This is an optimization exercise on Yosys and OpenROAD, whose aim is small area, not a production implementation. In this exercise RTL edits were held to simulation tests only and were not proved equivalent to the original. Power is estimated from default activity; no workload was simulated.

[flow/config.mk]
export PLATFORM = sky130hd
export DESIGN_NAME = decodeAndMap
export DESIGN_NICKNAME = decodeAndMap
export VERILOG_FILES = /design/flow/design.v
export SDC_FILE = /design/flow/constraint.sdc
export NUM_CORES = 8
export LEC_CHECK = 0
export CAP_MARGIN = 30
export CORE_MARGIN = 2
export CORE_UTILIZATION = 70
export CTS_BUF_LIST = sky130_fd_sc_hd__clkbuf_16
export CTS_CLUSTER_DIAMETER = 100
export CTS_CLUSTER_SIZE = 30
export SLEW_MARGIN = 20
[flow/constraint.sdc]
create_clock -name core_clock -period 12.0 [get_ports {clock}]
set_input_delay 2.4000 -clock core_clock [delete_from_list [all_inputs] [get_ports {clock}]]
set_output_delay 2.4000 -clock core_clock [all_outputs]
set_load 0.01 [all_outputs]
[flow/design.v]
module decodeAndMap(drawX, drawY, drawColour, WE, resetn, clock, shapeselect, inputColour, vs_n, rotateX, rotateY, rotateZ, invert, pitch, roll, yaw, doneShape);
    input clock, resetn, vs_n, invert, rotateX, rotateY, rotateZ;
    input [1:0] shapeselect;
    input [2:0] inputColour;
    output [8:0] drawX, drawY;
    output [2:0] drawColour;
    output WE;
    output [7:0] pitch, roll, yaw;
    output doneShape;
    function [12:0] rca;
        input [11:0] a, b;
        input ci;
        integer k;
        reg c;
        begin
            c = ci;
            for (k = 0; k < 12; k = k + 1) begin
                rca[k] = a[k] ^ b[k] ^ c;
                c = (a[k] & b[k]) | (a[k] & c) | (b[k] & c);
            end
            rca[12] = c;
        end
    endfunction
    localparam S_CLEAR = 4'd0, S_PAIR = 4'd1, S_W1 = 4'd2, S_W2 = 4'd3,
               S_NEG = 4'd4, S_SWP = 4'd5, S_DRAW = 4'd6, S_CNT0 = 4'd7,
               S_CNT1 = 4'd8, S_CNT2 = 4'd12, S_WAIT = 4'd9, S_WAIT2 = 4'd10, S_DONE = 4'd11;
    reg [3:0] st;
    reg [1:0] shp;
    reg lvs_n;
    wire restart = ~resetn | (shapeselect != shp);
    reg [3:0] bi, wi;
    wire bend = (bi == 4'd15);
    wire wend = (wi == 4'd11);
    reg load;
    reg [191:0] rx, ry, rz;
    reg [3:0] ea, eb;
    wire [2:0] vbit;
    wire edge_ab;
    shapeTypeLUT lut(shp, wi, bi, ea, eb, vbit, edge_ab);
    wire [12:0] bi_inc = rca({8'd0, bi}, 12'd0, 1'b1);
    wire [12:0] wi_inc = rca({8'd0, wi}, 12'd0, 1'b1);
    wire [3:0] nw = wend ? 4'd0 : wi_inc[3:0];
    wire [7:0] pc_inc = {ea[2:0], eb, ea[3] ^ ea[1] ^ ea[0] ^ eb[3]};
    wire pair_last = ({ea, eb} == 8'h80);
    reg rot;              
    reg pend;             
    reg lrx, lry, lrz, linv;
    reg [2:0] rs;         
    reg win;              
    reg wen;              
    wire sa, sb, coA, coB;
    wire [1:0] cA, cB;
    wire odd = rs[2] | (rs[1] & rs[0]);
    wire head = (wi[0] == odd);
    wire a0 = ry[0], a2 = ry[2], a6 = ry[6], a11 = ry[11];
    wire b0 = rz[0], b2 = rz[2], b6 = rz[6], b11 = rz[11];
    wire lt2 = ~bi[3] & ~bi[2] & ~bi[1];
    wire lt6 = ~bi[3] & ~(bi[2] & bi[1]);
    wire qA1 = head ? b0 : sb;
    wire qA4 = head ? (~lt2 & b2) : (lt2 ? b2 : sb);
    wire qA64 = head ? (~lt6 & b6) : (lt6 ? b6 : sb);
    wire pA = head ? a0 : sa;
    wire qB1 = head ? a0 : sa;
    wire qB4 = head ? (~lt2 & a2) : (lt2 ? a2 : sa);
    wire qB64 = head ? (~lt6 & a6) : (lt6 ? a6 : sa);
    wire pB = head ? b0 : sb;
    wire nA = ~linv;
    wire nB = linv;
    wire i0 = head & (bi == 4'd0);
    wire i11 = head & (bi == 4'd11);
    wire [1:0] cinA = i0 ? {1'b1, nA} : cA;
    wire [1:0] cinB = i0 ? {1'b1, nB} : cB;
    wire oA1 = qA64 ^ nA, oA2 = ~(qA4 ^ nA), oA3 = qA1 ^ nA, oA4 = ~pA;
    wire oB1 = qB64 ^ nB, oB2 = ~(qB4 ^ nB), oB3 = qB1 ^ nB, oB4 = ~pB;
    wire sA1 = oA1 ^ oA2 ^ oA3, kA1 = (oA1 & oA2) | (oA1 & oA3) | (oA2 & oA3);
    wire sA2 = sA1 ^ oA4 ^ cinA[0], kA2 = (sA1 & oA4) | (sA1 & cinA[0]) | (oA4 & cinA[0]);
    wire dA = sA2 & wen;
    wire [1:0] cAn = {kA1 & (kA2 | cinA[1]) | (kA2 & cinA[1]), kA1 ^ kA2 ^ cinA[1]};
    wire sB1 = oB1 ^ oB2 ^ oB3, kB1 = (oB1 & oB2) | (oB1 & oB3) | (oB2 & oB3);
    wire sB2 = sB1 ^ oB4 ^ cinB[0], kB2 = (sB1 & oB4) | (sB1 & cinB[0]) | (oB4 & cinB[0]);
    wire dB = sB2 & wen;
    wire [1:0] cBn = {kB1 & (kB2 | cinB[1]) | (kB2 & cinB[1]), kB1 ^ kB2 ^ cinB[1]};
    wire oinA = ~i11 & coA;
    wire oinB = ~i11 & coB;
    wire nbA = a11 ^ dA ^ oinA, coAn = (a11 & dA) | (a11 & oinA) | (dA & oinA);
    wire nbB = b11 ^ dB ^ oinB, coBn = (b11 & dB) | (b11 & oinB) | (dB & oinB);
    wire wact = win & (head ? (bi[3] & (bi[2] | (bi[1] & bi[0]))) : ~(bi[3] & (bi[2] | (bi[1] & bi[0]))));
    wire [2:0] rs_n = wend ? rs + 3'd1 : rs;
    wire odd_n = rs_n[2] | (rs_n[1] & rs_n[0]);
    wire next_head = (nw[0] == odd_n);
    wire [1:0] ax_n = (rs_n == 3'd0 || rs_n == 3'd3) ? 2'd0 : ((rs_n == 3'd1 || rs_n == 3'd4) ? 2'd1 : 2'd2);
    wire en_n = (ax_n == 2'd0) ? lrx : ((ax_n == 2'd1) ? lry : lrz);
    reg [7:0] rp, rr, ry8;
    wire cc;
    wire updP = (st == S_CNT1) & ~bi[3];
    wire updR = (st == S_CNT1) & bi[3];
    wire updY = (st == S_CNT2) & ~bi[3];
    wire lsb = (bi[2:0] == 3'd0);
    wire cen = (updP & rotateX) | (updR & rotateY) | (updY & rotateZ);
    wire csrc = updP ? rp[0] : (updR ? rr[0] : ry8[0]);
    wire co = cen & invert;
    wire ci = cen & (lsb ? ~invert : cc);
    wire csum = csrc ^ co ^ ci;
    wire ccn = (csrc & co) | (csrc & ci) | (co & ci);
    assign pitch = rp;
    assign roll = rr;
    assign yaw = ry8;
    reg [8:0] PX, PY, K, M, N;
    reg [9:0] H;
    assign {cc, coB, coA, cB, cA} = H[6:0];
    assign {sb, sa} = N[1:0];
    wire hmode = rot | (st == S_CNT1) | (st == S_CNT2);
    reg ltx, lty, ge, bx, by, fb;
    wire tx = rx[0], ty = ry[0];
    wire [8:0] Ex = {rx[0], rx[1], rx[2], rx[3], rx[4], rx[5], rx[6], rx[7], rx[8]};
    wire [8:0] Ey = {ry[0], ry[1], ry[2], ry[3], ry[4], ry[5], ry[6], ry[7], ry[8]};
    wire wEx = Ex[8] | (Ex[7] & Ex[6] & (Ex[5] | Ex[4] | (Ex[3] & (Ex[2] | Ex[1]))));    
    wire wSx = PX[8] | (PX[7] & PX[6] & (PX[5] | PX[4] | (PX[3] & (PX[2] | PX[1]))));
    wire wEy = Ey[8] | (Ey[7] & Ey[6] & Ey[5] & Ey[4] & (Ey[3] | Ey[2] | Ey[1]));       
    wire wSy = PY[8] | (PY[7] & PY[6] & PY[5] & PY[4] & (PY[3] | PY[2] | PY[1]));
    wire dxb = tx ^ K[0] ^ bx, bxn = (~tx & K[0]) | (~(tx ^ K[0]) & bx);
    wire dyb = ty ^ M[0] ^ by, byn = (~ty & M[0]) | (~(ty ^ M[0]) & by);
    wire ltx_n = (wEx ^ wSx) ? wEx : bxn;
    wire lty_n = (wEy ^ wSy) ? wEy : byn;
    wire nkb = K[0] ^ (ltx & bx);
    wire nmb = M[0] ^ (lty & by);
    wire swp0 = (bi == 4'd5);
    wire swp8 = (bi == 4'd13);
    wire swp9 = (bi == 4'd14);
    wire mjb = ge ? K[0] : M[0];
    wire mnb = ge ? M[0] : K[0];
    wire dkb = mjb ^ mnb ^ bx, bkn = (~mjb & mnb) | (~(mjb ^ mnb) & bx);
    wire hA = ~(swp8 | swp9) & (ge ? K[1] : M[1]);
    wire hB = swp9 | ~mnb;
    wire hC = swp0 ? mjb : by;
    wire hb = hA ^ hB ^ hC, hcn = (hA & hB) | (hA & hC) | (hB & hC);
    wire minor = H[9];
    wire drawing = (st == S_DRAW);
    wire [12:0] asum = rca({2'b00, H}, {2'b00, minor ? {1'b0, K} : ~{1'b0, M}}, ~minor);
    wire xinc = ~(ltx ^ lty);
    wire [12:0] pxs = rca({3'd0, PX}, {3'd0, {9{~xinc & drawing}}}, xinc | ~drawing);
    wire [12:0] pys = rca({3'd0, PY}, 12'd0, 1'b1);
    wire [12:0] nds = rca({3'd0, N}, 12'h1ff, 1'b0);
    wire mA = (wi == ea), mB = (wi == eb);
    wire cwin = bi[3] ? ~bi[2] : (bi[2] | (bi[1] & bi[0]));
    wire hit1 = cwin & (mA | mB);
    wire hit2 = cwin & (fb ? mA : mB);
    always @(posedge clock) begin
        lvs_n <= vs_n;
        rx <= {rx[190:12], wact ? nbA : rx[11], rx[10:1], load ? vbit[2] : rx[0], rx[191]};
        ry <= {ry[190:12], wact ? nbB : ry[11], ry[10:1], load ? vbit[1] : ry[0], ry[191]};
        rz <= {rz[190:12], wact ? rx[11] : rz[11], rz[10:1], load ? vbit[0] : rz[0], rz[191]};
        H[9:7] <= (st == S_SWP) ? {hb, H[9:8]} : asum[9:7];
        H[6:0] <= hmode ? {ccn, coBn, coAn, cBn, cAn} : ((st == S_SWP) ? H[7:1] : asum[6:0]);
        N[8:2] <= ((st == S_SWP) & ~swp9) ? {mjb, N[8:3]} : nds[8:2];
        N[1:0] <= rot ? ((head & bend) ? {b0, a0} : {sb, sa}) :
                  (((st == S_SWP) & ~swp9) ? N[2:1] : nds[1:0]);
        rp <= {(updP ? csum : rp[0]) & ~load, rp[7:1]};
        rr <= {(updR ? csum : rr[0]) & ~load, rr[7:1]};
        ry8 <= {(updY ? csum : ry8[0]) & ~load, ry8[7:1]};
        bx <= 1'b0;
        by <= 1'b0;
        if (restart) begin
            st <= S_CLEAR;
            shp <= shapeselect;
            bi <= 4'd0;
            wi <= 4'd0;
            load <= 1'b1;
            PX <= 9'd352;
            PY <= 9'd392;
            win <= 1'b0;
            rot <= 1'b0;
            pend <= 1'b0;
        end else begin
            bi <= bi_inc[3:0];
            if (bend) wi <= nw;
            if (load & bend & wend) load <= 1'b0;
            if (~rot) begin
                if (pend & (st == S_CLEAR) & bend & wend) begin
                    rot <= 1'b1;
                    pend <= 1'b0;
                    rs <= 3'd0;
                    win <= 1'b1;
                    wen <= lrx;
                end
            end else if (bend) begin
                rs <= rs_n;
                if (next_head) begin
                    win <= (rs_n <= 3'd5);
                    wen <= en_n;
                end else if (!head)
                    win <= 1'b0;
                if (rs_n == 3'd6 && nw == 4'd1)
                    rot <= 1'b0;
            end
            case (st)
                S_CLEAR: begin
                    if (PX == 9'd159) begin
                        PX <= 9'd352;
                        if (PY == 9'd119) begin
                            st <= S_PAIR;
                            ea <= 4'd0;
                            eb <= 4'd1;
                        end else
                            PY <= pys[8:0];
                    end else
                        PX <= pxs[8:0];
                end
                S_PAIR: begin
                    if (edge_ab) begin
                        if (bi == 4'd2) st <= S_W1;
                    end
                    else if (pair_last)
                        st <= S_CNT0;
                    else
                        {ea, eb} <= pc_inc;
                end
                S_W1: begin
                    if (hit1) begin
                        K <= {tx, K[8:1]};
                        M <= {ty, M[8:1]};
                        fb <= mB;
                        if (bi == 4'd11) begin
                            PX <= Ex;
                            PY <= Ey;
                            st <= S_W2;
                        end
                    end
                end
                S_W2: begin
                    if (hit2) begin
                        K <= {dxb, K[8:1]};
                        M <= {dyb, M[8:1]};
                        bx <= bxn;
                        by <= byn;
                        if (bi == 4'd11) begin
                            ltx <= ltx_n;
                            lty <= lty_n;
                            if (lty_n) begin
                                PX <= Ex;
                                PY <= Ey;
                            end
                            bx <= 1'b0;
                            by <= 1'b0;
                            ge <= 1'b1;
                            st <= S_NEG;
                        end
                    end
                end
                S_NEG: begin
                    K <= {nkb, K[8:1]};
                    M <= {nmb, M[8:1]};
                    bx <= bx | K[0];
                    by <= by | M[0];
                    if (nkb ^ nmb) ge <= nkb;
                    if (bi == 4'd4) begin
                        bx <= 1'b0;
                        st <= S_SWP;
                    end
                end
                S_SWP: begin
                    if (~swp9) begin
                        K <= {dkb, K[8:1]};
                        M <= {mnb, M[8:1]};
                    end
                    bx <= bkn;
                    by <= hcn;
                    if (swp9) st <= S_DRAW;
                end
                S_DRAW: begin
                    if (&N) begin
                        if (pair_last)
                            st <= S_CNT0;
                        else begin
                            st <= S_PAIR;
                            {ea, eb} <= pc_inc;
                        end
                    end else begin
                        if (ge | minor) PX <= pxs[8:0];
                        if (~ge | minor) PY <= pys[8:0];
                    end
                end
                S_CNT0: begin
                    if (bend) st <= S_CNT1;
                end
                S_CNT1: begin
                    if (bend) st <= S_CNT2;
                end
                S_CNT2: begin
                    if (bi == 4'd7) begin
                        st <= S_WAIT;
                        pend <= 1'b1;
                        lrx <= rotateX;
                        lry <= rotateY;
                        lrz <= rotateZ;
                        linv <= invert;
                    end
                end
                S_WAIT: begin
                    if (lvs_n & ~vs_n) st <= S_WAIT2;
                end
                S_WAIT2: begin
                    if (bi[2:0] == 3'd7) st <= S_DONE;
                end
                default: begin  
                    st <= S_CLEAR;
                    PX <= 9'd352;
                    PY <= 9'd392;
                end
            endcase
        end
    end
    wire [12:0] sx = rca({3'd0, PX}, 12'd160, 1'b0);
    wire [12:0] sy = rca({3'd0, PY}, 12'd120, 1'b0);
    assign drawX = sx[8:0];
    assign drawY = sy[8:0];
    assign WE = (st == S_CLEAR) | (drawing & (PX != 9'd352) & (PY != 9'd392));
    assign drawColour = drawing ? inputColour : 3'd0;
    assign doneShape = (st == S_DONE);
endmodule
module shapeTypeLUT (
    input wire [1:0] shapeselect,
    input wire [3:0] vi,       
    input wire [3:0] bi,       
    input wire [3:0] ea,       
    input wire [3:0] eb,
    output reg [2:0] vbit,     
    output reg edge_ab         
);
    always @(*) begin
        case ({shapeselect, vi, bi})
            10'd1: vbit = 3'd1;
            10'd5: vbit = 3'd1;
            10'd7: vbit = 3'd1;
            10'd8: vbit = 3'd1;
            10'd33: vbit = 3'd1;
            10'd34: vbit = 3'd1;
            10'd35: vbit = 3'd3;
            10'd36: vbit = 3'd3;
            10'd38: vbit = 3'd3;
            10'd39: vbit = 3'd2;
            10'd41: vbit = 3'd7;
            10'd42: vbit = 3'd7;
            10'd43: vbit = 3'd7;
            10'd44: vbit = 3'd7;
            10'd45: vbit = 3'd7;
            10'd46: vbit = 3'd7;
            10'd47: vbit = 3'd7;
            10'd65: vbit = 3'd1;
            10'd66: vbit = 3'd1;
            10'd67: vbit = 3'd3;
            10'd68: vbit = 3'd3;
            10'd70: vbit = 3'd3;
            10'd71: vbit = 3'd2;
            10'd73: vbit = 3'd7;
            10'd74: vbit = 3'd3;
            10'd75: vbit = 3'd3;
            10'd76: vbit = 3'd3;
            10'd77: vbit = 3'd3;
            10'd78: vbit = 3'd3;
            10'd79: vbit = 3'd3;
            10'd96: vbit = 3'd2;
            10'd97: vbit = 3'd3;
            10'd98: vbit = 3'd3;
            10'd99: vbit = 3'd3;
            10'd100: vbit = 3'd1;
            10'd102: vbit = 3'd3;
            10'd105: vbit = 3'd3;
            10'd106: vbit = 3'd1;
            10'd107: vbit = 3'd1;
            10'd108: vbit = 3'd1;
            10'd109: vbit = 3'd1;
            10'd110: vbit = 3'd1;
            10'd111: vbit = 3'd1;
            10'd265: vbit = 3'd1;
            10'd281: vbit = 3'd1;
            10'd282: vbit = 3'd1;
            10'd283: vbit = 3'd1;
            10'd284: vbit = 3'd1;
            10'd285: vbit = 3'd1;
            10'd286: vbit = 3'd1;
            10'd287: vbit = 3'd1;
            10'd297: vbit = 3'd2;
            10'd313: vbit = 3'd2;
            10'd314: vbit = 3'd2;
            10'd315: vbit = 3'd2;
            10'd316: vbit = 3'd2;
            10'd317: vbit = 3'd2;
            10'd318: vbit = 3'd2;
            10'd319: vbit = 3'd2;
            10'd329: vbit = 3'd4;
            10'd345: vbit = 3'd4;
            10'd346: vbit = 3'd4;
            10'd347: vbit = 3'd4;
            10'd348: vbit = 3'd4;
            10'd349: vbit = 3'd4;
            10'd350: vbit = 3'd4;
            10'd351: vbit = 3'd4;
            10'd521: vbit = 3'd7;
            10'd522: vbit = 3'd7;
            10'd523: vbit = 3'd7;
            10'd524: vbit = 3'd7;
            10'd525: vbit = 3'd7;
            10'd526: vbit = 3'd7;
            10'd527: vbit = 3'd7;
            10'd553: vbit = 3'd7;
            10'd554: vbit = 3'd6;
            10'd555: vbit = 3'd6;
            10'd556: vbit = 3'd6;
            10'd557: vbit = 3'd6;
            10'd558: vbit = 3'd6;
            10'd559: vbit = 3'd6;
            10'd585: vbit = 3'd7;
            10'd586: vbit = 3'd5;
            10'd587: vbit = 3'd5;
            10'd588: vbit = 3'd5;
            10'd589: vbit = 3'd5;
            10'd590: vbit = 3'd5;
            10'd591: vbit = 3'd5;
            10'd617: vbit = 3'd7;
            10'd618: vbit = 3'd3;
            10'd619: vbit = 3'd3;
            10'd620: vbit = 3'd3;
            10'd621: vbit = 3'd3;
            10'd622: vbit = 3'd3;
            10'd623: vbit = 3'd3;
            10'd569: vbit = 3'd7;
            10'd570: vbit = 3'd1;
            10'd571: vbit = 3'd1;
            10'd572: vbit = 3'd1;
            10'd573: vbit = 3'd1;
            10'd574: vbit = 3'd1;
            10'd575: vbit = 3'd1;
            10'd601: vbit = 3'd7;
            10'd602: vbit = 3'd2;
            10'd603: vbit = 3'd2;
            10'd604: vbit = 3'd2;
            10'd605: vbit = 3'd2;
            10'd606: vbit = 3'd2;
            10'd607: vbit = 3'd2;
            10'd537: vbit = 3'd7;
            10'd633: vbit = 3'd7;
            10'd634: vbit = 3'd4;
            10'd635: vbit = 3'd4;
            10'd636: vbit = 3'd4;
            10'd637: vbit = 3'd4;
            10'd638: vbit = 3'd4;
            10'd639: vbit = 3'd4;
            10'd777: vbit = 3'd4;
            10'd800: vbit = 3'd4;
            10'd801: vbit = 3'd2;
            10'd802: vbit = 3'd4;
            10'd803: vbit = 3'd2;
            10'd805: vbit = 3'd4;
            10'd806: vbit = 3'd6;
            10'd807: vbit = 3'd6;
            10'd808: vbit = 3'd2;
            10'd832: vbit = 3'd4;
            10'd833: vbit = 3'd2;
            10'd834: vbit = 3'd7;
            10'd835: vbit = 3'd2;
            10'd836: vbit = 3'd1;
            10'd837: vbit = 3'd5;
            10'd838: vbit = 3'd4;
            10'd839: vbit = 3'd7;
            10'd840: vbit = 3'd1;
            10'd864: vbit = 3'd5;
            10'd865: vbit = 3'd2;
            10'd866: vbit = 3'd7;
            10'd867: vbit = 3'd3;
            10'd869: vbit = 3'd4;
            10'd870: vbit = 3'd4;
            10'd871: vbit = 3'd6;
            10'd872: vbit = 3'd1;
            10'd873: vbit = 3'd2;
            10'd874: vbit = 3'd2;
            10'd875: vbit = 3'd2;
            10'd876: vbit = 3'd2;
            10'd877: vbit = 3'd2;
            10'd878: vbit = 3'd2;
            10'd879: vbit = 3'd2;
            10'd896: vbit = 3'd5;
            10'd897: vbit = 3'd3;
            10'd898: vbit = 3'd6;
            10'd899: vbit = 3'd2;
            10'd900: vbit = 3'd1;
            10'd901: vbit = 3'd5;
            10'd902: vbit = 3'd5;
            10'd903: vbit = 3'd7;
            10'd905: vbit = 3'd3;
            10'd906: vbit = 3'd3;
            10'd907: vbit = 3'd3;
            10'd908: vbit = 3'd3;
            10'd909: vbit = 3'd3;
            10'd910: vbit = 3'd3;
            10'd911: vbit = 3'd3;
            10'd928: vbit = 3'd4;
            10'd929: vbit = 3'd2;
            10'd930: vbit = 3'd7;
            10'd931: vbit = 3'd3;
            10'd933: vbit = 3'd4;
            10'd934: vbit = 3'd5;
            10'd935: vbit = 3'd6;
            10'd937: vbit = 3'd1;
            10'd938: vbit = 3'd1;
            10'd939: vbit = 3'd1;
            10'd940: vbit = 3'd1;
            10'd941: vbit = 3'd1;
            10'd942: vbit = 3'd1;
            10'd943: vbit = 3'd1;
            10'd793: vbit = 3'd4;
            10'd794: vbit = 3'd4;
            10'd795: vbit = 3'd4;
            10'd796: vbit = 3'd4;
            10'd797: vbit = 3'd4;
            10'd798: vbit = 3'd4;
            10'd799: vbit = 3'd4;
            10'd816: vbit = 3'd4;
            10'd817: vbit = 3'd6;
            10'd818: vbit = 3'd2;
            10'd819: vbit = 3'd4;
            10'd820: vbit = 3'd6;
            10'd821: vbit = 3'd2;
            10'd824: vbit = 3'd4;
            10'd825: vbit = 3'd6;
            10'd826: vbit = 3'd6;
            10'd827: vbit = 3'd6;
            10'd828: vbit = 3'd6;
            10'd829: vbit = 3'd6;
            10'd830: vbit = 3'd6;
            10'd831: vbit = 3'd6;
            10'd848: vbit = 3'd6;
            10'd849: vbit = 3'd6;
            10'd850: vbit = 3'd1;
            10'd851: vbit = 3'd5;
            10'd852: vbit = 3'd6;
            10'd853: vbit = 3'd2;
            10'd854: vbit = 3'd3;
            10'd856: vbit = 3'd6;
            10'd857: vbit = 3'd7;
            10'd858: vbit = 3'd7;
            10'd859: vbit = 3'd7;
            10'd860: vbit = 3'd7;
            10'd861: vbit = 3'd7;
            10'd862: vbit = 3'd7;
            10'd863: vbit = 3'd7;
            10'd880: vbit = 3'd5;
            10'd881: vbit = 3'd7;
            10'd883: vbit = 3'd4;
            10'd884: vbit = 3'd7;
            10'd885: vbit = 3'd3;
            10'd886: vbit = 3'd3;
            10'd887: vbit = 3'd1;
            10'd888: vbit = 3'd6;
            10'd889: vbit = 3'd5;
            10'd890: vbit = 3'd5;
            10'd891: vbit = 3'd5;
            10'd892: vbit = 3'd5;
            10'd893: vbit = 3'd5;
            10'd894: vbit = 3'd5;
            10'd895: vbit = 3'd5;
            10'd912: vbit = 3'd5;
            10'd913: vbit = 3'd6;
            10'd914: vbit = 3'd1;
            10'd915: vbit = 3'd5;
            10'd916: vbit = 3'd6;
            10'd917: vbit = 3'd2;
            10'd918: vbit = 3'd2;
            10'd920: vbit = 3'd7;
            10'd921: vbit = 3'd4;
            10'd922: vbit = 3'd4;
            10'd923: vbit = 3'd4;
            10'd924: vbit = 3'd4;
            10'd925: vbit = 3'd4;
            10'd926: vbit = 3'd4;
            10'd927: vbit = 3'd4;
            10'd944: vbit = 3'd6;
            10'd945: vbit = 3'd6;
            10'd946: vbit = 3'd1;
            10'd947: vbit = 3'd4;
            10'd948: vbit = 3'd7;
            10'd949: vbit = 3'd3;
            10'd950: vbit = 3'd2;
            10'd951: vbit = 3'd1;
            10'd952: vbit = 3'd7;
            10'd953: vbit = 3'd6;
            10'd954: vbit = 3'd6;
            10'd955: vbit = 3'd6;
            10'd956: vbit = 3'd6;
            10'd957: vbit = 3'd6;
            10'd958: vbit = 3'd6;
            10'd959: vbit = 3'd6;
            default: vbit = 3'd0;
        endcase
    end
    wire [2:0] pa = ea[3:1], pb = eb[3:1];
    wire par = ea[0] ^ eb[0];
    wire [2:0] d = pb - pa;
    wire plt = pa < pb;
    wire sgi = (pa != 3'd0) & ((d == 3'd2) | (d == 3'd3));
    always @(*) begin
        case (shapeselect)
            2'd0: edge_ab = plt & ~pb[2] & ~ea[0] & ~eb[0];
            2'd1: edge_ab = plt & (pb < 3'd3);
            2'd2: edge_ab = plt & ~eb[3] & (par == (pa != 3'd0));
            default: edge_ab = plt & (pb < 3'd6) & (par == sgi);
        endcase
    end
endmodule
[flow/run.sh]
#!/bin/bash
# synth_recipe.tcl (not shown) runs the flow's synth.tcl, then flattens the netlist and writes it again
# the make line also repeats each setting of config.mk as NAME=value (left out here)
make -C /OpenROAD-flow-scripts/flow DESIGN_CONFIG=/design/flow/config.mk WORK_HOME=/design/flow/orfs CLKGATE_MAP_FILE= SYNTH_SCRIPT=/design/flow/synth_recipe.tcl finish
==> results of run 1 <==
-- area by class of cell --
type / instances / area, µm² / area share (%)
Inverter: 73 / 274.0 / 1.296
Sequential cell: 696 / 14350 / 67.91
Clock inverter: 9 / 67.56 / 0.3197
Clock buffer: 27 / 675.6 / 3.197
Multi-Input combinational cell: 654 / 4636 / 21.93
Timing Repair Buffer: 68 / 656.9 / 3.108
Tap cell: 378 / 473.0 / 2.238
-- power by group through the flow --
stage	combinational (mW)	clock (mW)	sequential, mW
final	0.253	1.08	2.45
after floorplan	0.173	0	2.47
after detailed placement	0.225	0	2.50
after global placement	0.202	0	2.49
after CTS	0.253	1.10	2.45
after global routing	0.283	1.17	2.46
-- metrics by stage --
| step | setup slack, ns | hold slack [ns] |
|---|---|---|
| 6_report | 6.114 | 0.3120 |
| 4_1_cts | 6.108 | 0.3088 |
| 3_5_place_dp | 6.108 | 0.3121 |
| 5_1_grt | 6.072 | 0.3152 |
| 2_1_floorplan | 7.049 | 0.3096 |
| 3_3_place_gp | 6.105 | 0.3114 |
-- flip-flops by register name, indices dropped and copies added (netlist names), 2 cells and up --
| signal | count |
|---|---|
| st | 4 |
| shp | 2 |
| N | 9 |
| M | 9 |
| ry8 | 8 |
| eb | 4 |
| H | 10 |
| rz | 192 |
| rx | 192 |
| K | 9 |
| ry | 192 |
| wi | 4 |
| PY | 9 |
| rp | 8 |
| rs | 3 |
| ea | 4 |
| PX | 9 |
| bi | 4 |
| rr | 8 |
-- worst register-to-register path, stage by stage, from the launching register on --
cell and delay (ns):
dfxtp_1 0.87, mux2i_1 0.20, fa_1 0.44, fa_1 0.41, fa_1 0.39, fa_1 0.41
fa_1 0.42, fa_1 0.41, fa_1 0.39, fa_1 0.38, fa_1 0.37, nand2_1 0.08
o21ai_0 0.12
-- how the worst max path moves through the flow --
stage                    from        endpoint  slack [ns]  cells past startpoint
6_report       inputColour[1]   drawColour[1]        6.11                      3
5_1_grt        inputColour[2]   drawColour[2]        6.07                      3
4_1_cts        inputColour[2]   drawColour[2]        6.11                      3
3_5_place_dp   inputColour[2]   drawColour[2]        6.11                      3
3_3_place_gp   inputColour[0]   drawColour[0]        6.11                      3
2_1_floorplan  shapeselect[0]  K[0]$_DFFE_PP_        7.05                      5
-- cells in the final DEF (no fill, tap or decap), types with 20 or more instances in the layout --
| cell type | synthesis | final |
|---|---|---|
| clkdlybuf4s50_1 | 0 | 58 |
| a211oi_1 | 21 | 20 |
| nand2_1 | 79 | 79 |
| clkbuf_16 | 0 | 27 |
| edfxtp_1 | 42 | 42 |
| o21ai_0 | 57 | 57 |
| nor2_1 | 78 | 78 |
| dfxtp_1 | 654 | 654 |
| ha_1 | 40 | 40 |
| xnor2_1 | 33 | 33 |
| fa_1 | 28 | 28 |
| mux2i_1 | 26 | 26 |
| inv_1 | 71 | 77 |
| nor3_1 | 27 | 26 |
| a21oi_1 | 59 | 58 |
-- logic make-up (layout without fill, tap and decap cells) --
group	count (synthesis)	count (layout)	synth area share, %
AO/OA/AOI/OAI	223	223	7.300
XOR/XNOR	47	47	2.105
adder cells (fa/ha/maj)	69	69	5.477
buffers and inverters	138	177	3.007
flip-flops	696	696	73.40
multiplexers	32	32	1.676
AND/OR/NAND/NOR	283	283	7.038
-- routing by layer --
metal	share of wire (%)	wire length, µm	vias to the layer above	global-route usage [%]
met1	44	15840	4973	34.86
met4	3.1	1141	0	8.806
met5	0	0	-	0
li1	-	-	5007	-
met3	5.5	2004	79	3.192
met2	48	17310	382	41.73
==> impl_metrics.ini, run 1 <==
[synth]
ys_top_cells_by_count = dfxtp_1, nand2_1, nor2_1
ys.flop_type = dfxtp_1
yosys_warnings = 2
synth_edf_count = 42
synth.most_common_cell = dfxtp_1
seq_area_frac_synth_pct = 73.40
syn_nets = 1568
netlist.area_leader.share_pct = 66.95
avgSynthCellArea_um2 = 13.14
synthArstFlopShare_pct = 0
synth_top_area_cell = dfxtp_1
synth_area_um2 = 19560
synth_cell_types = 71
yosys-top-cells-area = dfxtp_1, edfxtp_1, fa_1
synth_cells = 1488
synth_seq_cells = 696

[setup_path]
r2r-start = H[9]$_DFF_P_
rr_endpoint = H[9]$_DFF_P_
path_buf_inv = 2
reg2reg_depth = 12
crit_type = in -> out
path_common_cell = clkdlybuf4s50_1
worstPathRequired_ns = 9.60
ff2ff_setup_slack_ns = 6.98
cp_top_family = buffers and inverters
crit_path_start_kind = primary input
arrival_ns = 3.49
cp_cell_sequence = clkdlybuf4s50_1, and2_1, clkdlybuf4s50_1
critPathMaxStageDelay_ns = 0.53
crit_path_top_delay_cell = clkdlybuf4s50_1
end_kind = output port
critical_path.max_fanout = 1

[cts]
cts_tree = yes
post_cts_buffers = 0
clk_pin_slew_ns = 0.11
clock_sinks = 696
hold_buffers = 0
clk_latency_ns = 0.60
cts_htree_levels = 1
clockRootBuffer = clkbuf_16
cts_max_path_buffers = 3
postCtsResizedCells = 0
numCtsBuffers = 27

[global_routing]
antenna_found_initial = 1
grt_max_degree = 40
track_usage_pct = 25.28
grt_pass1_vias = 10500
grt_pass1_wl_um = 57340
grt_overflow = 0

[sta]
setup_violations = 0
tns_ns = 0
skew_ns = 0.02324
period_share_pct = 49.05
timing.final.crit_period_ns = 5.886
rsz0062_at_grt = false
slew_viol_final = 0
worst_pin_slew_ns = 0.8356
relSlewSlack_pct = 44.17
hold_violations = 0
max_freq_mhz = 169.9

[finish]
fill_cells = 1602
area_growth_pct = 8.081
fin_cells = 1905
antennaDiodeCount = 0
nNetsFinal = 1600
fin_area_um2 = 21140
post-route-util_pct = 76.50
drive_gt1_share_pct = 3.995

[detailed_routing]
vias = 10440
drc_errors = 0
ant_nets = 0
drt_pass1_iterations = 5
drt_iter0_drc = 759
wl_per_cell_um = 19.05
wl_um = 36300
viasPerCell = 5.481

[placement]
routabilityCongestion = 0.8824
hpwl_um = 21620
io_buffer_count = 58
dpl_cell_area_um2 = 20360
place_inst = 1866

[worst_hold_path]
hold_class = reg -> reg
hold_path_depth = 0
holdPathEnd = rz[135]$_DFF_P_
min-delay-start = rz[134]$_DFF_P_

[pwr]
power_leakage_nw = 8.282
vdd_drop_max_uv = 149.7
p_int_mw = 2.927
p_per_area_nw_per_um2 = 179.1
p_clk_share_pct = 28.6
finalPower_mw = 3.785
swShare_pct = 22.66
p_switching_mw = 0.8579
power_frac_seq_pct = 64.7
combPwrFrac_pct = 6.7

[die]
start_util_pct = 70.78
die_y_um = 171.1
die_area_um2 = 29290
dieWidth_um = 171.1
fp.coreArea_um2 = 27630
ios = 59
num_rows = 61

[flow_run]
drv_cap = 0

[outcome]
status = timing/DRC/antenna clean
==> inputs of run 2 (changes only) <==
--- a/flow/config.mk
+++ b/flow/config.mk
@@ -7,8 +7,8 @@
 export LEC_CHECK = 0
 export CAP_MARGIN = 30
 export CORE_MARGIN = 2
-export CORE_UTILIZATION = 70
+export CORE_UTILIZATION = 75
 export CTS_BUF_LIST = sky130_fd_sc_hd__clkbuf_16
 export CTS_CLUSTER_DIAMETER = 100
-export CTS_CLUSTER_SIZE = 30
+export CTS_CLUSTER_SIZE = 28
 export SLEW_MARGIN = 20
==> run 2 against run 1 <==
Effect of this change:
- sequential cell count unchanged
- fmax barely moved
- worst hold slack better by 0.0021 ns
- sequential share of layout area about the same
- count of clock-buffer cells in the layout increased by 1
- critical path depth stayed put
- still clean on timing, DRC and antenna
- synthesized area unchanged
- register-to-register slack worse by 0.14 ns
- largest power group unchanged
- critical endpoint is now drawColour[2]
- highest routed layer is now met5
- setup slack lost 0.0047 ns
- design area is essentially flat
- clock skew rose by 0.0059 ns
- via count is 6.5% higher
==> impl_metrics.ini, run 2 <==
[outcome]
status = timing/DRC/antenna clean

[detailed_routing]
viasPerCell = 5.969
ant_nets = 0
drt_pass1_iterations = 5
wl_um = 42670
wl_per_cell_um = 22.90
drt_iter0_drc = 1306
drc_errors = 0
vias = 11120

[pwr]
p_clk_share_pct = 29.2
p_per_area_nw_per_um2 = 184.0
swShare_pct = 23.73
combPwrFrac_pct = 7.5
finalPower_mw = 3.888
power_frac_seq_pct = 63.3
p_switching_mw = 0.9228
vdd_drop_max_uv = 187.3
power_leakage_nw = 8.317
p_int_mw = 2.966

[die]
fp.coreArea_um2 = 25840
die_y_um = 165.5
ios = 59
num_rows = 59
die_area_um2 = 27380
dieWidth_um = 165.5
start_util_pct = 75.69

[cts]
post_cts_buffers = 0
postCtsResizedCells = 0
clk_latency_ns = 0.62
hold_buffers = 0
cts_tree = yes
cts_htree_levels = 1
clock_sinks = 696
numCtsBuffers = 28
clockRootBuffer = clkbuf_16
cts_max_path_buffers = 3
clk_pin_slew_ns = 0.11

[finish]
final_common_cell = dfxtp_1
fin_cells = 1863
drive_gt1_share_pct = 3.864
fin_area_um2 = 21130
mostFrequentLayoutCells = dfxtp_1, inv_1, nand2_1
largestRegisters = rx x192, ry x192, rz x192
area_growth_pct = 8.062
post-route-util_pct = 81.79
nNetsFinal = 1599

[setup_path]
arrival_ns = 3.49
cp-endpoint = drawColour[2]
ff2ff_setup_slack_ns = 6.84
worstPathRequired_ns = 9.60
critical_path.max_fanout = 1
r2r-start = H[9]$_DFF_P_
end_kind = output port
startpoint = inputColour[2]
rr_endpoint = H[8]$_DFF_P_
crit_path_start_kind = primary input
reg2reg_depth = 11
crit_type = in -> out

[sta]
rsz0062_at_grt = false
relSlewSlack_pct = 40.37
slew_viol_final = 0
timing.final.crit_period_ns = 5.891
skew_ns = 0.02911
finalWorstSetupSlack_ns = 6.109
period_share_pct = 49.09
hold_violations = 0
worst_pin_slew_ns = 0.8932
setup_violations = 0
hold_ws_ns = 0.3141
tns_ns = 0
max_freq_mhz = 169.8

[global_routing]
grt_pass1_wl_um = 65630
antenna_found_initial = 3
grt_max_degree = 40
track_usage_pct = 31.95
grt_pass1_vias = 11100
met3_usage_pct = 6.568
grt_use_met2_pct = 53.49
busiest_layer = met2
grt_overflow = 0
grt_util_met1_pct = 40.79

[synth]
netlist.area_leader.share_pct = 66.95
ys.flop_type = dfxtp_1
synth_top_area_cell = dfxtp_1
ys_top_cells_by_count = dfxtp_1, nand2_1, nor2_1
synthArstFlopShare_pct = 0
avgSynthCellArea_um2 = 13.14
synth.most_common_cell = dfxtp_1
yosys_warnings = 2
synth_cells = 1488
yosys-top-cells-area = dfxtp_1, edfxtp_1, fa_1
syn_nets = 1568
synth_edf_count = 42
seq_area_frac_synth_pct = 73.40
synth_seq_cells = 696
synth_area_um2 = 19560
synth_cell_types = 71

[placement]
io_buffer_count = 58
routabilityCongestion = 0.8918
place_ws_ns = 6.096
hpwl_um = 24040
dpl_cell_area_um2 = 20300
place_inst = 1822

[flow_run]
drv_cap = 0

[worst_hold_path]
hold_class = reg -> reg
-- run 2: critical path, cell delays in order --
cell and delay (ns):
clkdlybuf4s50_1 0.45, and2_1 0.11, clkdlybuf4s50_1 0.53
-- run 2: worst min path at each step --
stage,start,to,slack [ns],depth (start not counted)
2_1_floorplan,rx[191]$_DFF_P_,rx[0]$_DFF_P_,0.31,0
3_5_place_dp,ry[40]$_DFF_P_,ry[41]$_DFF_P_,0.31,0
5_1_grt,ry[96]$_DFF_P_,ry[97]$_DFF_P_,0.32,0
6_report,rx[17]$_DFF_P_,rx[18]$_DFF_P_,0.31,0
4_1_cts,ry[96]$_DFF_P_,ry[97]$_DFF_P_,0.32,0
3_3_place_gp,rz[181]$_DFF_P_,rz[182]$_DFF_P_,0.31,0
-- run 2: final cells by class --
type | count | area, µm²
Clock inverter | 10 | 90.09
Sequential cell | 696 | 14350
Multi-Input combinational cell | 654 | 4648
Timing Repair Buffer | 66 | 644.4
Tap cell | 335 | 419.2
Antenna cell | 1 | 2.502
Inverter | 73 | 274.0
Clock buffer | 28 | 700.7
Fill cell | 1226 | 4705
-- run 2: cell families after synthesis --
| kind of cell | synth area share [%] |
|---|---|
| adder cells (fa/ha/maj) | 5.477 |
| AO/OA/AOI/OAI | 7.300 |
| AND/OR/NAND/NOR | 7.038 |
| multiplexers | 1.676 |
| flip-flops | 73.40 |
| XOR/XNOR | 2.105 |
| buffers and inverters | 3.007 |
-- run 2: power groups by stage --
stage | combinational [mW] | sequential [mW] | clock, mW
2_1_floorplan | 0.173 | 2.47 | 0
3_3_place_gp | 0.199 | 2.49 | 0
3_5_place_dp | 0.251 | 2.50 | 0
4_1_cts | 0.280 | 2.46 | 1.14
5_1_grt | 0.306 | 2.46 | 1.21
6_report | 0.291 | 2.46 | 1.14
-- run 2: metal layers --
metal / share of wire [%] / vias to the layer above
met4: 4.8 / 4
met3: 8.8 / 183
met1: 38 / 5212
met5: 0.066 / -
met2: 48 / 705
li1: - / 5016
==> inputs of run 3 (changes only) <==
--- a/flow/design.v
+++ b/flow/design.v
@@ -33,15 +33,18 @@
     wire wend = (wi == 4'd11);
     reg load;
     reg [191:0] rx, ry, rz;
-    reg [3:0] ea, eb;
+    reg [6:0] pq;
+    wire [2:0] pa = pq[6:4], pb = pq[3:1];
     wire [2:0] vbit;
-    wire edge_ab;
-    shapeTypeLUT lut(shp, wi, bi, ea, eb, vbit, edge_ab);
+    wire edge_ab, ey;
+    shapeTypeLUT lut(shp, wi, bi, pa, pb, pq[0], vbit, ey, edge_ab);
+    wire [3:0] ea = {pa, pq[0]};
+    wire [3:0] eb = {pb, ey};
     wire [12:0] bi_inc = rca({8'd0, bi}, 12'd0, 1'b1);
     wire [12:0] wi_inc = rca({8'd0, wi}, 12'd0, 1'b1);
     wire [3:0] nw = wend ? 4'd0 : wi_inc[3:0];
-    wire [7:0] pc_inc = {ea[2:0], eb, ea[3] ^ ea[1] ^ ea[0] ^ eb[3]};
-    wire pair_last = ({ea, eb} == 8'h80);
+    wire [6:0] pc_inc = {pq[5:0], pq[6] ^ pq[5]};
+    wire pair_last = (pq == 7'h40);
     reg rot;              
     reg pend;             
     reg lrx, lry, lrz, linv;
@@ -199,8 +202,7 @@
                         PX <= 9'd352;
                         if (PY == 9'd119) begin
                             st <= S_PAIR;
-                            ea <= 4'd0;
-                            eb <= 4'd1;
+                            pq <= 7'h01;
                         end else
                             PY <= pys[8:0];
                     end else
@@ -213,7 +215,7 @@
                     else if (pair_last)
                         st <= S_CNT0;
                     else
-                        {ea, eb} <= pc_inc;
+                        pq <= pc_inc;
                 end
                 S_W1: begin
                     if (hit1) begin
@@ -273,7 +275,7 @@
                             st <= S_CNT0;
                         else begin
                             st <= S_PAIR;
-                            {ea, eb} <= pc_inc;
+                            pq <= pc_inc;
                         end
                     end else begin
                         if (ge | minor) PX <= pxs[8:0];
@@ -322,9 +324,11 @@
     input wire [1:0] shapeselect,
     input wire [3:0] vi,       
     input wire [3:0] bi,       
-    input wire [3:0] ea,       
-    input wire [3:0] eb,
+    input wire [2:0] pa,       
+    input wire [2:0] pb,       
+    input wire x,
     output reg [2:0] vbit,     
+    output wire y,             
     output reg edge_ab         
 );
     always @(*) begin
@@ -373,29 +377,29 @@
             10'd110: vbit = 3'd1;
             10'd111: vbit = 3'd1;
             10'd265: vbit = 3'd1;
-            10'd281: vbit = 3'd1;
-            10'd282: vbit = 3'd1;
-            10'd283: vbit = 3'd1;
-            10'd284: vbit = 3'd1;
-            10'd285: vbit = 3'd1;
-            10'd286: vbit = 3'd1;
-            10'd287: vbit = 3'd1;
-            10'd297: vbit = 3'd2;
-            10'd313: vbit = 3'd2;
-            10'd314: vbit = 3'd2;
-            10'd315: vbit = 3'd2;
-            10'd316: vbit = 3'd2;
-            10'd317: vbit = 3'd2;
-            10'd318: vbit = 3'd2;
-            10'd319: vbit = 3'd2;
-            10'd329: vbit = 3'd4;
-            10'd345: vbit = 3'd4;
-            10'd346: vbit = 3'd4;
-            10'd347: vbit = 3'd4;
-            10'd348: vbit = 3'd4;
-            10'd349: vbit = 3'd4;
-            10'd350: vbit = 3'd4;
-            10'd351: vbit = 3'd4;
+            10'd297: vbit = 3'd1;
+            10'd298: vbit = 3'd1;
+            10'd299: vbit = 3'd1;
+            10'd300: vbit = 3'd1;
+            10'd301: vbit = 3'd1;
+            10'd302: vbit = 3'd1;
+            10'd303: vbit = 3'd1;
+            10'd329: vbit = 3'd2;
+            10'd361: vbit = 3'd2;
+            10'd362: vbit = 3'd2;
+            10'd363: vbit = 3'd2;
+            10'd364: vbit = 3'd2;
+            10'd365: vbit = 3'd2;
+            10'd366: vbit = 3'd2;
+            10'd367: vbit = 3'd2;
+            10'd393: vbit = 3'd4;
+            10'd425: vbit = 3'd4;
+            10'd426: vbit = 3'd4;
+            10'd427: vbit = 3'd4;
+            10'd428: vbit = 3'd4;
+            10'd429: vbit = 3'd4;
+            10'd430: vbit = 3'd4;
+            10'd431: vbit = 3'd4;
             10'd521: vbit = 3'd7;
             10'd522: vbit = 3'd7;
             10'd523: vbit = 3'd7;
@@ -593,17 +597,16 @@
             default: vbit = 3'd0;
         endcase
     end
-    wire [2:0] pa = ea[3:1], pb = eb[3:1];
-    wire par = ea[0] ^ eb[0];
     wire [2:0] d = pb - pa;
     wire plt = pa < pb;
     wire sgi = (pa != 3'd0) & ((d == 3'd2) | (d == 3'd3));
+    assign y = x ^ (shapeselect[1] & (shapeselect[0] ? sgi : (pa != 3'd0)));
     always @(*) begin
         case (shapeselect)
-            2'd0: edge_ab = plt & ~pb[2] & ~ea[0] & ~eb[0];
-            2'd1: edge_ab = plt & (pb < 3'd3);
-            2'd2: edge_ab = plt & ~eb[3] & (par == (pa != 3'd0));
-            default: edge_ab = plt & (pb < 3'd6) & (par == sgi);
+            2'd0: edge_ab = plt & ~pb[2] & ~x;
+            2'd1: edge_ab = plt & (pb < 3'd6) & ~x & (pa[2:1] != pb[2:1]);
+            2'd2: edge_ab = plt & ~pb[2];
+            default: edge_ab = plt & (pb < 3'd6);
         endcase
     end
 endmodule
--- a/flow/config.mk
+++ b/flow/config.mk
@@ -7,8 +7,8 @@
 export LEC_CHECK = 0
 export CAP_MARGIN = 30
 export CORE_MARGIN = 2
-export CORE_UTILIZATION = 75
+export CORE_UTILIZATION = 65
 export CTS_BUF_LIST = sky130_fd_sc_hd__clkbuf_16
 export CTS_CLUSTER_DIAMETER = 100
-export CTS_CLUSTER_SIZE = 28
+export CTS_CLUSTER_SIZE = 30
 export SLEW_MARGIN = 20
==> run 3 against run 2 <==
Effect of this change:
- global-route usage decreased by 10 points
- wire length decreased by 21%
- worst hold slack improved by 0.0023 ns
- combinational power decreased by 38%
- via count decreased by 8.4%
- die area increased by 16%
- register-to-register slack improved by 0.25 ns
- final cell count increased by 2.9%
- critical path depth unchanged
- clock skew decreased by 0.0049 ns
- largest cell class unchanged
==> impl_metrics.ini, run 3 <==
[synth]
synth_top_area_cell = dfxtp_1
synth_seq_cells = 695
synth_area_um2 = 19720
ys_top_cells_by_count = dfxtp_1, nand2_1, inv_1
avgSynthCellArea_um2 = 13.25
netlist.area_leader.share_pct = 66.39
yosys_warnings = 2
seq_area_frac_synth_pct = 72.63
yosys-top-cells-area = dfxtp_1, edfxtp_1, fa_1
ys.flop_type = dfxtp_1
synthArstFlopShare_pct = 0
synth_cells = 1488
synth.most_common_cell = dfxtp_1
syn_nets = 1568
synth_cell_types = 89
synth_edf_count = 41

[die]
dieWidth_um = 178.2
die_area_um2 = 31750
ios = 59
die_y_um = 178.2
fp.coreArea_um2 = 29800
start_util_pct = 66.19
num_rows = 63

[cts]
cts_tree = yes
postCtsResizedCells = 0
cts_htree_levels = 1
hold_buffers = 0
clock_sinks = 695
clockRootBuffer = clkbuf_16
numCtsBuffers = 27
clk_pin_slew_ns = 0.10
clk_latency_ns = 0.60
post_cts_buffers = 0
cts_max_path_buffers = 3

[pwr]
p_switching_mw = 0.7819
p_int_mw = 2.887
power_leakage_nw = 8.422
p_clk_share_pct = 29.1
combPwrFrac_pct = 4.9
finalPower_mw = 3.669
power_frac_seq_pct = 66.0
vdd_drop_max_uv = 172.7
swShare_pct = 21.31
p_per_area_nw_per_um2 = 172.4

[placement]
routabilityCongestion = 0.8563
hpwl_um = 21260
place_inst = 1883
io_buffer_count = 58

[finish]
nNetsFinal = 1602
post-route-util_pct = 71.45
final_common_cell = dfxtp_1
drive_gt1_share_pct = 4.977
largestRegisters = rx x192, ry x192, rz x192
mostFrequentLayoutCells = dfxtp_1, nand2_1, inv_1
antennaDiodeCount = 0
fin_cells = 1917
area_growth_pct = 7.943

[worst_hold_path]
hold_class = reg -> reg

[setup_path]
ff2ff_setup_slack_ns = 7.09
worstPathRequired_ns = 9.60
arrival_ns = 3.51
end_kind = output port
critical_path.max_fanout = 1
crit_path_start_kind = primary input
crit_type = in -> out

[sta]
tns_ns = 0
worst_pin_slew_ns = 0.8941
slew_viol_final = 0
timing.final.crit_period_ns = 5.913
rsz0062_at_grt = false
skew_ns = 0.02425
period_share_pct = 49.28
hold_ws_ns = 0.3164
relSlewSlack_pct = 39.93
max_freq_mhz = 169.1
setup_violations = 0
hold_violations = 0

[detailed_routing]
viasPerCell = 5.315
drc_errors = 0
wl_um = 33810
vias = 10190
wl_per_cell_um = 17.64
ant_nets = 0
drt_pass1_iterations = 5
drt_iter0_drc = 779

[global_routing]
grt_pass1_vias = 10090
track_usage_pct = 21.86
antenna_found_initial = 0
grt_pass1_wl_um = 54540
grt_overflow = 0
grt_max_degree = 35

[flow_run]
drv_cap = 0

[outcome]
status = timing/DRC/antenna clean
-- run 3: cell count changes after synthesis, sizes merged, moves of 7 or more --
cell and change:
nor2 -11, nand3 +10, nor4 +8, a211oi -7, mux2i -7, xnor2 -7
-- run 3: final timing paths --
kind / cells past startpoint / from / endpoint
worst min register to register: 0 / rx[99]$_DFF_P_ / rx[100]$_DFF_P_
worst max register to register: 15 / st[3]$_SDFFE_PP0P_ / PX[8]$_SDFFE_PP1P_
worst min-delay path: 0 / rx[99]$_DFF_P_ / rx[100]$_DFF_P_
worst max-delay path: 3 / inputColour[2] / drawColour[2]
-- run 3: routing by layer --
| metal | vias to the layer above | GRT usage (%) | wire length (µm) |
|---|---|---|---|
| met5 | - | 0 | 0 |
| met4 | 0 | 5.691 | 823 |
| met3 | 54 | 2.835 | 1507 |
| met2 | 235 | 34.42 | 15320 |
| met1 | 4862 | 32.28 | 16160 |
| li1 | 5038 | - | - |
-- run 3: power groups by stage --
stage | clock, mW | sequential (mW) | combinational [mW]
after floorplan | 0 | 2.45 | 0.148
after global placement | 0 | 2.47 | 0.173
after detailed placement | 0 | 2.47 | 0.181
after CTS | 1.09 | 2.42 | 0.184
after global routing | 1.17 | 2.43 | 0.217
final | 1.07 | 2.42 | 0.181
-- run 3: layout make-up --
class | count | area, µm²
Sequential cell | 695 | 14320
Clock buffer | 27 | 675.6
Timing Repair Buffer | 66 | 640.6
Tap cell | 390 | 488.0
Fill cell | 1956 | 8508
Clock inverter | 7 | 62.56
Multi-Input combinational cell | 654 | 4805
Inverter | 78 | 292.8
-- run 3: through the flow --
stage          cell area, µm²  worst slack [ns]
2_1_floorplan           19720             7.054
5_1_grt                 21290             6.048
4_1_cts                 21280             6.078
3_3_place_gp            20540             6.110
3_5_place_dp            20540             6.078
6_report                21290             6.087
-- run 3: cell families (layout without fill, tap and decap cells) --
kind of cell    count (synthesis)  in the layout  synth area share, %
fa+ha+maj                      69             69                5.431
buf+inv                       139            178                3.064
compound gates                227            227                7.874
mux                            27             27                1.504
xor+xnor                       43             43                1.910
simple gates                  288            288                7.588
flops                         695            695                72.63
-- run 3: critical path: stages --
cell,delay (ns)
clkdlybuf4s50_1,0.45
and2_1,0.12
clkdlybuf4s50_1,0.55
==> inputs of run 4 (changes only) <==
--- a/flow/design.v
+++ b/flow/design.v
@@ -22,8 +22,8 @@
         end
     endfunction
     localparam S_CLEAR = 4'd0, S_PAIR = 4'd1, S_W1 = 4'd2, S_W2 = 4'd3,
-               S_NEG = 4'd4, S_SWP = 4'd5, S_DRAW = 4'd6, S_CNT0 = 4'd7,
-               S_CNT1 = 4'd8, S_CNT2 = 4'd12, S_WAIT = 4'd9, S_WAIT2 = 4'd10, S_DONE = 4'd11;
+               S_NEG = 4'd4, S_SWP = 4'd5, S_DRAW = 4'd6, S_ROTW = 4'd7,
+               S_ROT = 4'd8, S_WAIT = 4'd9, S_WAIT2 = 4'd10, S_DONE = 4'd11;
     reg [3:0] st;
     reg [1:0] shp;
     reg lvs_n;
@@ -45,9 +45,6 @@
     wire [3:0] nw = wend ? 4'd0 : wi_inc[3:0];
     wire [6:0] pc_inc = {pq[5:0], pq[6] ^ pq[5]};
     wire pair_last = (pq == 7'h40);
-    reg rot;              
-    reg pend;             
-    reg lrx, lry, lrz, linv;
     reg [2:0] rs;         
     reg win;              
     reg wen;              
@@ -67,8 +64,8 @@
     wire qB4 = head ? (~lt2 & a2) : (lt2 ? a2 : sa);
     wire qB64 = head ? (~lt6 & a6) : (lt6 ? a6 : sa);
     wire pB = head ? b0 : sb;
-    wire nA = ~linv;
-    wire nB = linv;
+    wire nA = ~invert;
+    wire nB = invert;
     wire i0 = head & (bi == 4'd0);
     wire i11 = head & (bi == 4'd11);
     wire [1:0] cinA = i0 ? {1'b1, nA} : cA;
@@ -92,12 +89,13 @@
     wire odd_n = rs_n[2] | (rs_n[1] & rs_n[0]);
     wire next_head = (nw[0] == odd_n);
     wire [1:0] ax_n = (rs_n == 3'd0 || rs_n == 3'd3) ? 2'd0 : ((rs_n == 3'd1 || rs_n == 3'd4) ? 2'd1 : 2'd2);
-    wire en_n = (ax_n == 2'd0) ? lrx : ((ax_n == 2'd1) ? lry : lrz);
+    wire en_n = (ax_n == 2'd0) ? rotateX : ((ax_n == 2'd1) ? rotateY : rotateZ);
     reg [7:0] rp, rr, ry8;
     wire cc;
-    wire updP = (st == S_CNT1) & ~bi[3];
-    wire updR = (st == S_CNT1) & bi[3];
-    wire updY = (st == S_CNT2) & ~bi[3];
+    wire upd0 = (st == S_ROT) & (rs == 3'd0) & ~wi[3] & ~wi[2] & ~wi[1];
+    wire updP = upd0 & ~wi[0] & ~bi[3];
+    wire updR = upd0 & ~wi[0] & bi[3];
+    wire updY = upd0 & wi[0] & ~bi[3];
     wire lsb = (bi[2:0] == 3'd0);
     wire cen = (updP & rotateX) | (updR & rotateY) | (updY & rotateZ);
     wire csrc = updP ? rp[0] : (updR ? rr[0] : ry8[0]);
@@ -112,7 +110,7 @@
     reg [9:0] H;
     assign {cc, coB, coA, cB, cA} = H[6:0];
     assign {sb, sa} = N[1:0];
-    wire hmode = rot | (st == S_CNT1) | (st == S_CNT2);
+    wire rot = (st == S_ROT);
     reg ltx, lty, ge, bx, by, fb;
     wire tx = rx[0], ty = ry[0];
     wire [8:0] Ex = {rx[0], rx[1], rx[2], rx[3], rx[4], rx[5], rx[6], rx[7], rx[8]};
@@ -154,7 +152,7 @@
         ry <= {ry[190:12], wact ? nbB : ry[11], ry[10:1], load ? vbit[1] : ry[0], ry[191]};
         rz <= {rz[190:12], wact ? rx[11] : rz[11], rz[10:1], load ? vbit[0] : rz[0], rz[191]};
         H[9:7] <= (st == S_SWP) ? {hb, H[9:8]} : asum[9:7];
-        H[6:0] <= hmode ? {ccn, coBn, coAn, cBn, cAn} : ((st == S_SWP) ? H[7:1] : asum[6:0]);
+        H[6:0] <= rot ? {ccn, coBn, coAn, cBn, cAn} : ((st == S_SWP) ? H[7:1] : asum[6:0]);
         N[8:2] <= ((st == S_SWP) & ~swp9) ? {mjb, N[8:3]} : nds[8:2];
         N[1:0] <= rot ? ((head & bend) ? {b0, a0} : {sb, sa}) :
                   (((st == S_SWP) & ~swp9) ? N[2:1] : nds[1:0]);
@@ -172,30 +170,10 @@
             PX <= 9'd352;
             PY <= 9'd392;
             win <= 1'b0;
-            rot <= 1'b0;
-            pend <= 1'b0;
         end else begin
             bi <= bi_inc[3:0];
             if (bend) wi <= nw;
             if (load & bend & wend) load <= 1'b0;
-            if (~rot) begin
-                if (pend & (st == S_CLEAR) & bend & wend) begin
-                    rot <= 1'b1;
-                    pend <= 1'b0;
-                    rs <= 3'd0;
-                    win <= 1'b1;
-                    wen <= lrx;
-                end
-            end else if (bend) begin
-                rs <= rs_n;
-                if (next_head) begin
-                    win <= (rs_n <= 3'd5);
-                    wen <= en_n;
-                end else if (!head)
-                    win <= 1'b0;
-                if (rs_n == 3'd6 && nw == 4'd1)
-                    rot <= 1'b0;
-            end
             case (st)
                 S_CLEAR: begin
                     if (PX == 9'd159) begin
@@ -213,7 +191,7 @@
                         if (bi == 4'd2) st <= S_W1;
                     end
                     else if (pair_last)
-                        st <= S_CNT0;
+                        st <= S_ROTW;
                     else
                         pq <= pc_inc;
                 end
@@ -272,7 +250,7 @@
                 S_DRAW: begin
                     if (&N) begin
                         if (pair_last)
-                            st <= S_CNT0;
+                            st <= S_ROTW;
                         else begin
                             st <= S_PAIR;
                             pq <= pc_inc;
@@ -282,20 +260,24 @@
                         if (~ge | minor) PY <= pys[8:0];
                     end
                 end
-                S_CNT0: begin
-                    if (bend) st <= S_CNT1;
-                end
-                S_CNT1: begin
-                    if (bend) st <= S_CNT2;
+                S_ROTW: begin
+                    if (bend & wend) begin
+                        st <= S_ROT;
+                        rs <= 3'd0;
+                        win <= 1'b1;
+                        wen <= rotateX;
+                    end
                 end
-                S_CNT2: begin
-                    if (bi == 4'd7) begin
-                        st <= S_WAIT;
-                        pend <= 1'b1;
-                        lrx <= rotateX;
-                        lry <= rotateY;
-                        lrz <= rotateZ;
-                        linv <= invert;
+                S_ROT: begin
+                    if (bend) begin
+                        rs <= rs_n;
+                        if (next_head) begin
+                            win <= (rs_n <= 3'd5);
+                            wen <= en_n;
+                        end else if (!head)
+                            win <= 1'b0;
+                        if (rs_n == 3'd6 && nw == 4'd1)
+                            st <= S_WAIT;
                     end
                 end
                 S_WAIT: begin
--- a/flow/config.mk
+++ b/flow/config.mk
@@ -7,7 +7,7 @@
 export LEC_CHECK = 0
 export CAP_MARGIN = 30
 export CORE_MARGIN = 2
-export CORE_UTILIZATION = 65
+export CORE_UTILIZATION = 72
 export CTS_BUF_LIST = sky130_fd_sc_hd__clkbuf_16
 export CTS_CLUSTER_DIAMETER = 100
 export CTS_CLUSTER_SIZE = 30
==> run 4 against run 3 <==
Effect of this change:
- still clean
- non-clock buffer count up 2
- synthesized cell count up 0.87%
- sequential cell count down 6
- final cell count down 1.9%
- global-route usage up 4.9 points
- register-to-register slack worse by 0.29 ns
- combinational power up 61%
- critical path depth unchanged
- total power up 3.4%
- utilization up 7.0 points
- largest power group unchanged
==> impl_metrics.ini, run 4 <==
[synth]
synthArstFlopShare_pct = 0
synth_edf_count = 37
syn_nets = 1582
ys_top_cells_by_count = dfxtp_1, nor2_1, nand2_1
avgSynthCellArea_um2 = 12.94
synth_seq_cells = 689
synth_cells = 1501
synth.most_common_cell = dfxtp_1
seq_area_frac_synth_pct = 72.93
synth_top_area_cell = dfxtp_1
ys.flop_type = dfxtp_1
synth_area_um2 = 19420
netlist.area_leader.share_pct = 67.21
yosys-top-cells-area = dfxtp_1, edfxtp_1, fa_1
synth_cell_types = 75
yosys_warnings = 2

[setup_path]
arrival_ns = 3.49
end_kind = output port
crit_path_top_delay_cell = clkdlybuf4s50_1
cp_top_family = buffers and inverters
startpoint = inputColour[1]
critPathMaxStageDelay_ns = 0.53
critical_path.max_fanout = 1
path_buf_inv = 2
worstPathRequired_ns = 9.60
reg2reg_depth = 11
r2r-start = H[9]$_DFF_P_
crit_type = in -> out
crit_path_start_kind = primary input
path_common_cell = clkdlybuf4s50_1
ff2ff_setup_slack_ns = 6.80
worst-path-stages = 3
rr_endpoint = H[8]$_DFF_P_
cp_cell_sequence = clkdlybuf4s50_1, and2_1, clkdlybuf4s50_1

[placement]
dpl_cell_area_um2 = 20200
routabilityCongestion = 0.8726
hpwl_um = 22380
io_buffer_count = 58

[detailed_routing]
wl_per_cell_um = 19.85
drt_pass1_iterations = 5
viasPerCell = 5.683
drt_iter0_drc = 960
ant_nets = 0
vias = 10690
drc_errors = 0
wl_um = 37330

[cts]
clock_sinks = 689
cts_htree_levels = 1
postCtsResizedCells = 0
cts_max_path_buffers = 3
hold_buffers = 0
post_cts_buffers = 0
numCtsBuffers = 27
clockRootBuffer = clkbuf_16
cts_tree = yes
clk_latency_ns = 0.59
clk_pin_slew_ns = 0.11

[die]
fp.coreArea_um2 = 26730
die_y_um = 168.2
num_rows = 60
start_util_pct = 72.67
dieWidth_um = 168.2
ios = 59
die_area_um2 = 28300

[pwr]
power_leakage_nw = 8.366
p_per_area_nw_per_um2 = 180.9
vdd_drop_max_uv = 222.4
finalPower_mw = 3.795

[global_routing]
grt_overflow = 0
grt_pass1_vias = 10570
busiest_layer = met2
antenna_found_initial = 3
met3_usage_pct = 3.785
grt_util_met1_pct = 36.76
grt_use_met2_pct = 44.68
grt_pass1_wl_um = 59090
grt_max_degree = 39
track_usage_pct = 26.78

[flow_run]
drv_cap = 0

[worst_hold_path]
holdPathEnd = rz[120]$_DFF_P_
hold_class = reg -> reg
hold_path_depth = 0
min-delay-start = rz[119]$_DFF_P_

[finish]
fin_area_um2 = 20980
multi_input_area_um2 = 4697
final_common_cell = dfxtp_1
area_growth_pct = 8.008
mostFrequentLayoutCells = dfxtp_1, nor2_1, nand2_1
fill_cells = 1485
nNetsFinal = 1612
largestRegisters = rx x192, ry x192, rz x192
drive_gt1_share_pct = 3.574
seq_area_um2 = 14160

[sta]
worst_pin_slew_ns = 0.9297
tns_ns = 0
rsz0062_at_grt = false
relSlewSlack_pct = 38.02
max_freq_mhz = 169.8
period_share_pct = 49.08
skew_ns = 0.01605
slew_viol_final = 0
hold_violations = 0
timing.final.crit_period_ns = 5.889
setup_violations = 0

[outcome]
status = timing/DRC/antenna clean
run 4: cell count changes after synthesis, sizes merged, moves of 6 or more:
cell    before  now
a21oi       55   67
a211oi      15   26
o21ai       56   45
nor2        67   93
o211ai       7   13
mux2         8    2
nand2       80   88
run 4: area by class of cell:
cell class | count | share of cell area (%)
Antenna cell | 1 | 0.01193
Clock buffer | 27 | 3.221
Clock inverter | 10 | 0.3817
Inverter | 73 | 1.306
Multi-Input combinational cell | 672 | 22.39
Sequential cell | 689 | 67.52
Tap cell | 341 | 2.034
Timing Repair Buffer | 68 | 3.132
run 4: worst max path at each step:
stage          slack [ns]            end
2_1_floorplan        7.05  drawColour[0]
3_3_place_gp         6.11  drawColour[2]
3_5_place_dp         6.11  drawColour[1]
4_1_cts              6.10  drawColour[1]
5_1_grt              6.09  drawColour[0]
6_report             6.11  drawColour[1]
run 4: per-layer routing:
layer,vias up,routed length (µm),share of wire [%]
met4,0,1062,2.8
met5,-,0,0
met2,449,18050,48
li1,5041,-,-
met1,5105,15870,43
met3,95,2344,6.3
run 4: worst register-to-register path: stages (launching register included):
cell and delay [ns]:
dfxtp_1 0.88, mux2i_1 0.23, fa_1 0.45, fa_1 0.42, fa_1 0.40, fa_1 0.40, fa_1 0.42, fa_1 0.43
fa_1 0.43, fa_1 0.41, fa_1 0.52, a21oi_1 0.07
run 4: power by group:
part           switching [mW]  internal (mW)  total, mW
registers              0.0535           2.37       2.42
clock network           0.661          0.420       1.08
logic                   0.171          0.120      0.291
total                   0.885           2.91       3.80
run 4: kinds of logic after synthesis:
logic type	Yosys count	share of synthesized area, %
AND/OR/NAND/NOR	302	7.396
AO/OA/AOI/OAI	233	7.924
flip-flops	689	72.93
XOR/XNOR	41	1.849
multiplexers	26	1.372
adder cells (fa/ha/maj)	70	5.579
buffers and inverters	140	2.951
run 4: stage by stage:
step	hold slack (ns)	setup WS (ns)	instances	utilization, %
after floorplan	0.3096	7.054	1501	-
after global placement	0.3104	6.109	1841	75.57
after detailed placement	0.3121	6.106	1842	75.59
after CTS	0.3212	6.102	1879	78.41
after global routing	0.3273	6.086	1880	78.48
final	0.3185	6.111	1881	78.49

[separate check: timing with driven ports]
How much do the figures lean on ideal ports? The routed layouts below were timed once more, with nothing changed but the port constraints.
Step 1 (the two cells are an assumption about what drives the block):
set clk [get_ports {clock}]
set_driving_cell -lib_cell sky130_fd_sc_hd__clkbuf_16 $clk
set_driving_cell -lib_cell sky130_fd_sc_hd__buf_2 [delete_from_list [all_inputs] $clk]
Step 2 adds t to the input delays and takes it off the output delays; t is the mean of the earliest and latest rising clock arrival at the registers after step 1. Input paths then give back, and output paths get back, about the clock's delay inside the block.
a / b / c = no drivers / after step 1 / after step 2; a / b = the first two.
run | t (ns) | setup slack, ns | worst setup path after step 2 | cell pins on the clock port's net
run 1 | 0.634 | 6.114 / 6.083 / 6.083 | input to output | 1
run 2 | 0.653 | 6.109 / 6.079 / 6.079 | input to output | 1
run 3 | 0.637 | 6.087 / 6.064 / 6.064 | input to output | 1
run 4 | 0.631 | 6.111 / 6.084 / 6.084 | input to output | 1
After both steps setup and hold are still met in every run listed. The setup slack of run 1, which loses most, moves by -0.031 ns with the drivers and by -0.031 ns with both steps.
